This design comes from an exercise in tuning for small area and few clock cycles on the open sky130 flow, not from production work. No functional check of the RTL was part of this run. No activity file was given, so power comes from the tool's default toggle rates.

**flow/config.mk**
```make
export PLATFORM = sky130hd
export DESIGN_NAME = drawing_engine
export DESIGN_NICKNAME = drawing_engine
export VERILOG_FILES = /design/flow/design.v
export SDC_FILE = /design/flow/constraint.sdc
export NUM_CORES = 4
export LEC_CHECK = 0
export CAP_MARGIN = 20
export CORE_MARGIN = 2
export CORE_UTILIZATION = 40
export PLACE_DENSITY = 0.6
export SLEW_MARGIN = 20
```
**flow/constraint.sdc**
```tcl
create_clock -name core_clock -period 7.0 [get_ports {clk}]
set_input_delay 1.4000 -clock core_clock [delete_from_list [all_inputs] [get_ports {clk}]]
set_output_delay 1.4000 -clock core_clock [all_outputs]
set_load 0.01 [all_outputs]
```
**flow/design.v**
```verilog
module drawing_engine (input  wire        clk,
                       input  wire        rst,
                       input  wire        req,
                       input  wire  [1:0] cmd,
                       output wire        ack,
                       output wire        busy,
                       input  wire [15:0] r0,
                       input  wire [15:0] r1,
                       input  wire [15:0] r2,
                       input  wire [15:0] r3,
                       input  wire [15:0] r4,
                       input  wire [15:0] r5,
                       input  wire [15:0] r6,
                       input  wire [15:0] r7,
                       output wire        de_req,
                       input  wire        de_ack,
                       output wire [17:0] de_addr,
                       output wire  [3:0] de_nbyte,
                       output wire [31:0] de_data);
localparam S_IDLE  = 3'd0,
           S_LINE  = 3'd1,
           S_LINE0 = 3'd6,
           S_RINI1 = 3'd2,
           S_RINI2 = 3'd3,
           S_RECT  = 3'd4,
           S_CLEAR = 3'd5;
function automatic [19:0] radd(input [19:0] a, input [19:0] b, input ci);
  integer i;
  reg c;
  begin
    c = ci;
    for (i = 0; i < 20; i = i + 1) begin
      radd[i] = a[i] ^ b[i] ^ c;
      c = (a[i] & b[i]) | (a[i] & c) | (b[i] & c);
    end
  end
endfunction
reg  [2:0]  st;
reg  [19:0] p;
reg  [11:0] e;
reg  [9:0]  n;
reg  [3:0]  m;
wire s_idle  = (st == S_IDLE);
wire s_line  = (st == S_LINE);
wire s_line0 = (st == S_LINE0);
wire s_rini1 = (st == S_RINI1);
wire s_rini2 = (st == S_RINI2);
wire s_rect  = (st == S_RECT);
wire s_clear = (st == S_CLEAR);
wire  [9:0] l_d   = r1[9:0];
wire [19:0] l_a20 = radd({10'd0, r0[9:0]}, ~{10'd0, r1[9:0]}, 1'b1);
wire  [9:0] l_a   = l_a20[9:0];
wire        l_pos = ~e[11];
wire        l_sub = l_pos | s_line0;
wire [19:0] l_tn20 = radd({8'd0, e}, {8'd0, l_sub ? ~{1'b0, l_d, 1'b0} : {1'b0, l_a, 1'b0}}, l_sub);
wire [11:0] l_tn  = l_tn20[11:0];
wire        l_pos2 = ~l_tn[11];
wire [10:0] l_s   = l_pos ? r2[10:0] : r3[10:0];
wire [10:0] l_s2  = l_pos2 ? r2[10:0] : r3[10:0];
wire        l_end  = (n == 10'd0);
wire        l_end2 = (n == 10'd1);
wire  [2:0] l_lo  = {1'b0, l_s[1:0]} + {1'b0, p[1:0]};
wire        l_same = ~l_end & (l_lo[2] ? (&l_s[10:2]) : ~(|l_s[10:2]));
wire  [2:0] l_lo2 = {1'b0, l_s2[1:0]} + {1'b0, l_lo[1:0]};
wire        l_same2 = ~l_end2 & (l_lo2[2] ? (&l_s2[10:2]) : ~(|l_s2[10:2]));
wire  [3:0] l_bit = 4'b0001 << p[1:0];
wire  [3:0] l_bit2 = l_same ? (4'b0001 << l_lo[1:0]) : 4'b0000;
wire  [7:0] r_w   = r2[15:8];
wire  [7:0] r_h   = r2[7:0];
wire [19:0] r_wx  = radd({12'd0, r_w}, {12'hfff, 6'h3f, r0[1:0]}, 1'b0);   
wire  [7:0] r_nw1 = {2'b00, r_wx[7:2]};                   
wire  [1:0] r_xe  = r_wx[1:0];                            
wire [19:0] r_row20 = radd({12'd0, e[7:0]}, 20'd0, 1'b1);
wire  [7:0] r_row1 = r_row20[7:0];
wire        r_lastrow = (r_row1 == r_h);
wire        r_lastw = (n[6:0] == 7'd0);
wire        r_dir   = m[0];
wire        r_first = m[1];
wire        r_left  = r_dir ? r_lastw : r_first;
wire        r_right = r_dir ? r_first : r_lastw;
wire  [3:0] r_lmask = 4'b1111 << r0[1:0];
wire  [3:0] r_rmask = 4'b1111 >> (2'd3 - r_xe);
wire  [3:0] r_mask  = (r_left ? r_lmask : 4'b1111) & (r_right ? r_rmask : 4'b1111);
wire  [2:0] r_py  = r1[2:0] + e[2:0];
reg  [15:0] r_pr;
always @(*)
  case (r_py[2:1])
    2'd0: r_pr = r4;
    2'd1: r_pr = r5;
    2'd2: r_pr = r6;
    default: r_pr = r7;
  endcase
wire  [7:0] r_rowb = r_py[0] ? r_pr[15:8] : r_pr[7:0];
wire  [3:0] r_pat  = {4{s_rect}} & (p[2] ? r_rowb[3:0] : r_rowb[7:4]);
wire        c_last = (p[19:2] == 18'd76799);
reg  [19:0] addb;
always @(*)
  if (s_line)       addb = {{9{l_s[10]}}, l_s};
  else if (s_rini1) addb = {2'b00, r1[8:0], 9'd0};
  else if (s_rini2) addb = {10'd0, r0[9:7], 7'd0};
  else if (s_rect)  addb = r_lastw ? 20'd640 : (r_dir ? 20'hffffc : 20'd4);
  else              addb = 20'd4;
wire [19:0] psum = radd(p, addb, 1'b0);
wire [19:0] n_dec20 = radd({10'd0, n}, 20'hfffff, 1'b0);
wire  [9:0] n_dec = n_dec20[9:0];
wire fin = s_line  ? l_end
         : s_rect  ? (r_lastw & r_lastrow)
         : c_last;
assign busy    = ~s_idle;
assign ack     = (de_ack & fin & (s_line | s_rect | s_clear)) |
                 (s_rini2 & (r_w == 8'd0));
assign de_req  = ~de_ack & ((s_line & ~(l_same & l_same2)) | s_rect | s_clear);
assign de_addr = p[19:2];
assign de_nbyte = s_line ? ~(m | l_bit | l_bit2) : s_rect ? ~r_mask : 4'b0000;
wire  [7:0] col = s_line ? r6[7:0] : r0[7:0];
wire  [7:0] c0  = s_rect ? r3[15:8] : col;
wire  [7:0] c1  = r3[7:0];
assign de_data = {r_pat[0] ? c1 : c0, r_pat[1] ? c1 : c0,
                  r_pat[2] ? c1 : c0, r_pat[3] ? c1 : c0};
always @(posedge clk)
  if (rst)
    st <= S_IDLE;
  else
    case (st)
      S_IDLE:
        if (req)
          case (cmd)
            2'd0: begin
                  st <= S_LINE0;
                  p  <= {r5[3:0], r4};
                  e  <= {2'b00, r0[9:0]};
                  n  <= r0[9:0];
                  m  <= 4'b0000;
                  end
            2'd1: begin
                  st <= S_RINI1;
                  p  <= {4'd0, r1[8:0], r0[6:2], 2'b00};
                  end
            2'd2: begin
                  st <= S_CLEAR;
                  p  <= 20'd0;
                  end
            default: ;
          endcase
      S_LINE0: begin
        st <= S_LINE;
        e  <= l_tn;
        end
      S_LINE:
        if (de_ack | l_same) begin
          if (de_ack & l_end)
            st <= S_IDLE;
          else begin
            p <= psum;
            e <= l_tn;
            n <= n_dec;
            m <= de_ack ? 4'b0000 : (m | l_bit);
          end
        end
      S_RINI1: begin
        st <= S_RINI2;
        p  <= psum;
        end
      S_RINI2: begin
        st <= (r_w == 8'd0) ? S_IDLE : S_RECT;
        p  <= psum;
        e  <= 12'd0;
        n  <= {2'b00, r_nw1};
        m  <= 4'b0010;
        end
      S_RECT:
        if (de_ack) begin
          if (fin)
            st <= S_IDLE;
          else begin
            p <= psum;
            if (r_lastw) begin
              e <= {4'd0, r_row1};
              n <= {2'b00, r_nw1};
              m <= {2'b01, ~r_dir};
            end else begin
              n <= n_dec;
              m <= {2'b00, r_dir};
            end
          end
        end
      S_CLEAR:
        if (de_ack) begin
          if (c_last)
            st <= S_IDLE;
          else
            p <= psum;
        end
      default: st <= S_IDLE;
    endcase
endmodule
```
**flow/run.sh**
```bash
#!/bin/bash
# synth_recipe.tcl (not shown) runs the flow's synth.tcl, then flattens the netlist and writes it again
# the make line also repeats each setting of config.mk as NAME=value (left out here)
make -C /OpenROAD-flow-scripts/flow DESIGN_CONFIG=/design/flow/config.mk WORK_HOME=/design/flow/orfs CLKGATE_MAP_FILE= SYNTH_SCRIPT=/design/flow/synth_recipe.tcl finish
```
==> results by group <==
GRT
  • Global-route wire length before repair: 40,000 µm
  • Global route total overflow: 0
  • Initial antenna violation count: 0
  • Vias in the first global route: between 6,000 and 7,000
  • All-Layer GR Usage: between 20 and 30%
  • Largest net degree at the start of global routing: 48

Timing
  • Setup TNS: -6.19 ns
  • Final Cycle Share: 131%
  • Setup WS post-layout: -2.18 ns
  • Max Freq: between 100 and 150 MHz
  • Setup Skew: slightly below 0.01 ns
  • Max-slew violation count: 0
  • Final hold slack: ~0.63 ns
  • RSZ-0062 raised after global routing: yes
  • Min Clock Period, post-route: about 9.2 ns
  • Worst-Margin Slew: 0.874 ns
  • Final setup viols: 6
  • Slew HR: roughly two fifths
  • Final-report hold violation count: 0

Route
  • Via count: just under 7,000
  • Post-Route WL: between 20,000 and 30,000 µm
  • Routed met3 length: about 1700 µm
  • Top sig layer: met4
  • DRC errors left: 0
  • Met2 Wirelength: between 10,000 and 15,000 µm
  • Number of antenna-violating nets in the routed design: 0
  • Mean number of vias per cell: about 5.7
  • Initial DRC Count: approximately 500
  • WL met1: ~11,000 µm
  • Routed length per instance: about 22 µm
  • 1st-pass router iterations: 5

Setup path
  • Critical Path Stages: 26
  • Most frequent CP cell: fa_2
  • Max incr delay on CP: roughly 0.45 ns
  • Reg2Reg Depth: 30
  • Crit end category: output port
  • CP Class: in2out
  • Worst Path Buf+Inv: 4
  • Crit path max-delay family: adder cells
  • Slowest cell on the critical path: fa_2
  • Crit path from: r1[0]
  • Req. time, crit path: around 5.6 ns
  • WP data arrival: just under 8 ns
  • R2R Path Start: e[11]$_DFFE_PP_
  • Critical Path Source Type: input pin
  • Crit Path Max Fanout: 4

Floorplanning
  • Full die area: roughly 18,000 µm²
  • Row count: 47
  • Ports: around 190
  • Core ar.: approximately 16,000 µm²
  • Die H: between 100 and 150 µm
  • Horiz. Die Dim: 133 µm
  • Starting Density: 40.7%

Pwr
  • P per Cell Area: approximately 380 nW/µm²
  • Maximum VDD drop: 0.202 mV
  • Lkg Pwr: 3.73 nW

Finish
  • P&R area growth vs syn: 41.5%
  • Final core utilization: between 50% and 60%
  • Layout cells sized above 1: 23.5%
  • # fillers: about 1,400
  • # diodes: 0
  • Nets: between 1,000 and 1,500
  • Leading cell type in the layout, fill and taps excluded: clkdlybuf4s50_1
  • Most frequent cells in the layout: 167 x clkdlybuf4s50_1, 89 x buf_4, 82 x nand2_1

Status
  • Status: finished with violations
  • Fail Reasons: negative setup slack

Clock network
  • CTS HTree Levels: 2
  • Clk slew on worst S/H paths: roughly 0.070 ns
  • Num CTS Buffers: 5
  • CTS sink cnt: between 40 and 50
  • Skew-Pair Late Insertion Delay: slightly above 0.3 ns
  • CTS tree: built
  • CTS Buffer Depth: 2
  • Clock root buffer: clkbuf_16

Synthesis
  • Synth area leaders: edfxtp_1 21%, fa_1 12%, mux2_2 7.4%, ha_1 5.8%, o21ai_0 5.5%
  • Mean Syn Cell Area: between 8 and 9 µm²
  • EDFF count, synth: 46
  • Yosys warning count: 1
  • Seq/Total Area, Yosys: between 20% and 30%
  • Unique cell type count in the Yosys netlist: 69
  • Yosys top cell by area: edfxtp_1
  • Netlist Area Pre-Place: roughly 6700 µm²
  • Ys async rst share: 0%
  • #FFs+latches synth: between 40 and 50
  • Yosys top cell area share: 20.6%
  • Main synth FF type: edfxtp_1
  • Cells after Synth: 768
  • Syn nets: slightly below 1,000

Worst hold path
  • Hold Crit Class: reg2reg
  • Worst hold path startpoint: m[3]$_DFFE_PP_
  • WHS Path Cells: 2

Placement
  • Routability Congestion: roughly 0.94
  • DPL Wire Length: around 21,000 µm
  • Port Buffers: between 150 and 200
  • Pre-CTS setup slack: -3.02 ns

Job
  • Max-Cap Viols: 0
[worst paths after layout]
path / to / slack, ns
worst min-delay path: m[3]$_DFFE_PP_ / 0.63
worst max-delay path: de_req / -2.18
worst min register to register: m[3]$_DFFE_PP_ / 0.63
worst max register to register: p[19]$_DFFE_PP_ / -0.88
[per-layer routing]
layer | track usage [%] | vias to the layer above
met3 | 5.02 | 45
li1 | - | 3199
met5 | 0 | -
met4 | 8.33 | 0
met2 | 49.7 | 305
met1 | 38.5 | 3300
[cells in the mapped netlist, types with 8 or more instances]
library cell,number
clkbuf_1,25
mux2i_1,16
edfxtp_1,46
a31oi_1,14
a211oi_1,8
xnor2_1,13
inv_1,71
nand4_1,10
a21oi_1,38
fa_1,39
mux2_2,44
buf_4,18
o21ai_0,73
nand2_1,84
nor2_1,47
ha_1,31
nor3_1,15
nor2b_1,8
nand3_1,20
[power by group]
| group | switching [mW] | internal (mW) |
|---|---|---|
| clock network | 0.127 | 0.205 |
| logic | 1.39 | 1.27 |
| registers | 0.0863 | 0.508 |
| total | 1.60 | 1.98 |
[area by class of cell]
cell class                 instances  area, µm²  area share [%]
inverter                          71        279            2.94
tap                              220        275            2.90
timing repair buffer             268       2460            26.0
clock buffer                       5        125            1.32
clock inverter                     3       65.1           0.686
multi-input combinational        588       4830            51.0
sequential                        49       1440            15.2
[stage by stage]
step	total power [mW]	cells	instance area [µm²]
after global placement	3.14	1193	9220
after detailed placement	3.20	1193	9220
final	3.58	1204	9480
after CTS	3.56	1204	9450
after floorplan	2.26	768	6870
after global routing	3.86	1204	9480
[registers in the layout, indices dropped and copies added, names as in the netlist]
signal and flops:
e 12, m 4, st 3, n 10, p 20
[what timing repair did]
| item | CTS | global route |
|---|---|---|
| gates resized for setup | 41 | 10 |
| setup buffers | 3 | 0 |
| endpoints found under the setup margin | 7 | 7 |
| pin swaps | 42 | 31 |
| gates cloned | 0 | 0 |
| hold buffers | 0 | 0 |
[worst reg2reg max path: cells and delay by family (launching register included)]
kind                       cells  cell delay [ns]
and+or+nand+nor                1             0.20
buffers and inverters          6             0.48
adders and majority gates     19             5.94
DFF                            1             0.38
muxes                          1             0.25
AOI/OAI and AO/OA              1             0.08
xor gates and xnor gates       2             0.28
[cells by family (layout without fill, tap and decap cells)]
logic type	count (synthesis)	in the layout	synth area share, %
AND/OR/NAND/NOR	233	233	17.1
AO/OA/AOI/OAI	200	200	19.7
buffers and inverters	131	347	9.41
adder cells (fa/ha/maj)	70	70	17.4
multiplexers	66	66	11.9
flip-flops	49	49	21.5
XOR/XNOR	19	19	2.95

-- afterwards: timing with drivers on the ports --
No port has a modelled driver above. Below, the same layout with a new extraction and two added sets of constraints. Step 1 (the two cells are an assumption about what drives the block):
set clk [get_ports {clk}]
set_driving_cell -lib_cell sky130_fd_sc_hd__clkbuf_16 $clk
set_driving_cell -lib_cell sky130_fd_sc_hd__buf_2 [delete_from_list [all_inputs] $clk]
Step 2 adds t to the input delays and takes it off the output delays; t is the mean of the earliest and latest rising clock arrival at the registers after step 1. Input paths then give back, and output paths get back, about the clock's delay inside the block. Three values: ideal ports, drivers, drivers and shift; two values: the first two.
shift t [ns]: 0.346
setup WS [ns]: -2.183 / -2.225 / -2.225
worst setup path at the end: input to output
slew at the worst register clock pin (ns): 0.08 / 0.08
For this run, drivers alone change the setup slack by -0.042 ns; drivers and shift together by -0.042 ns.
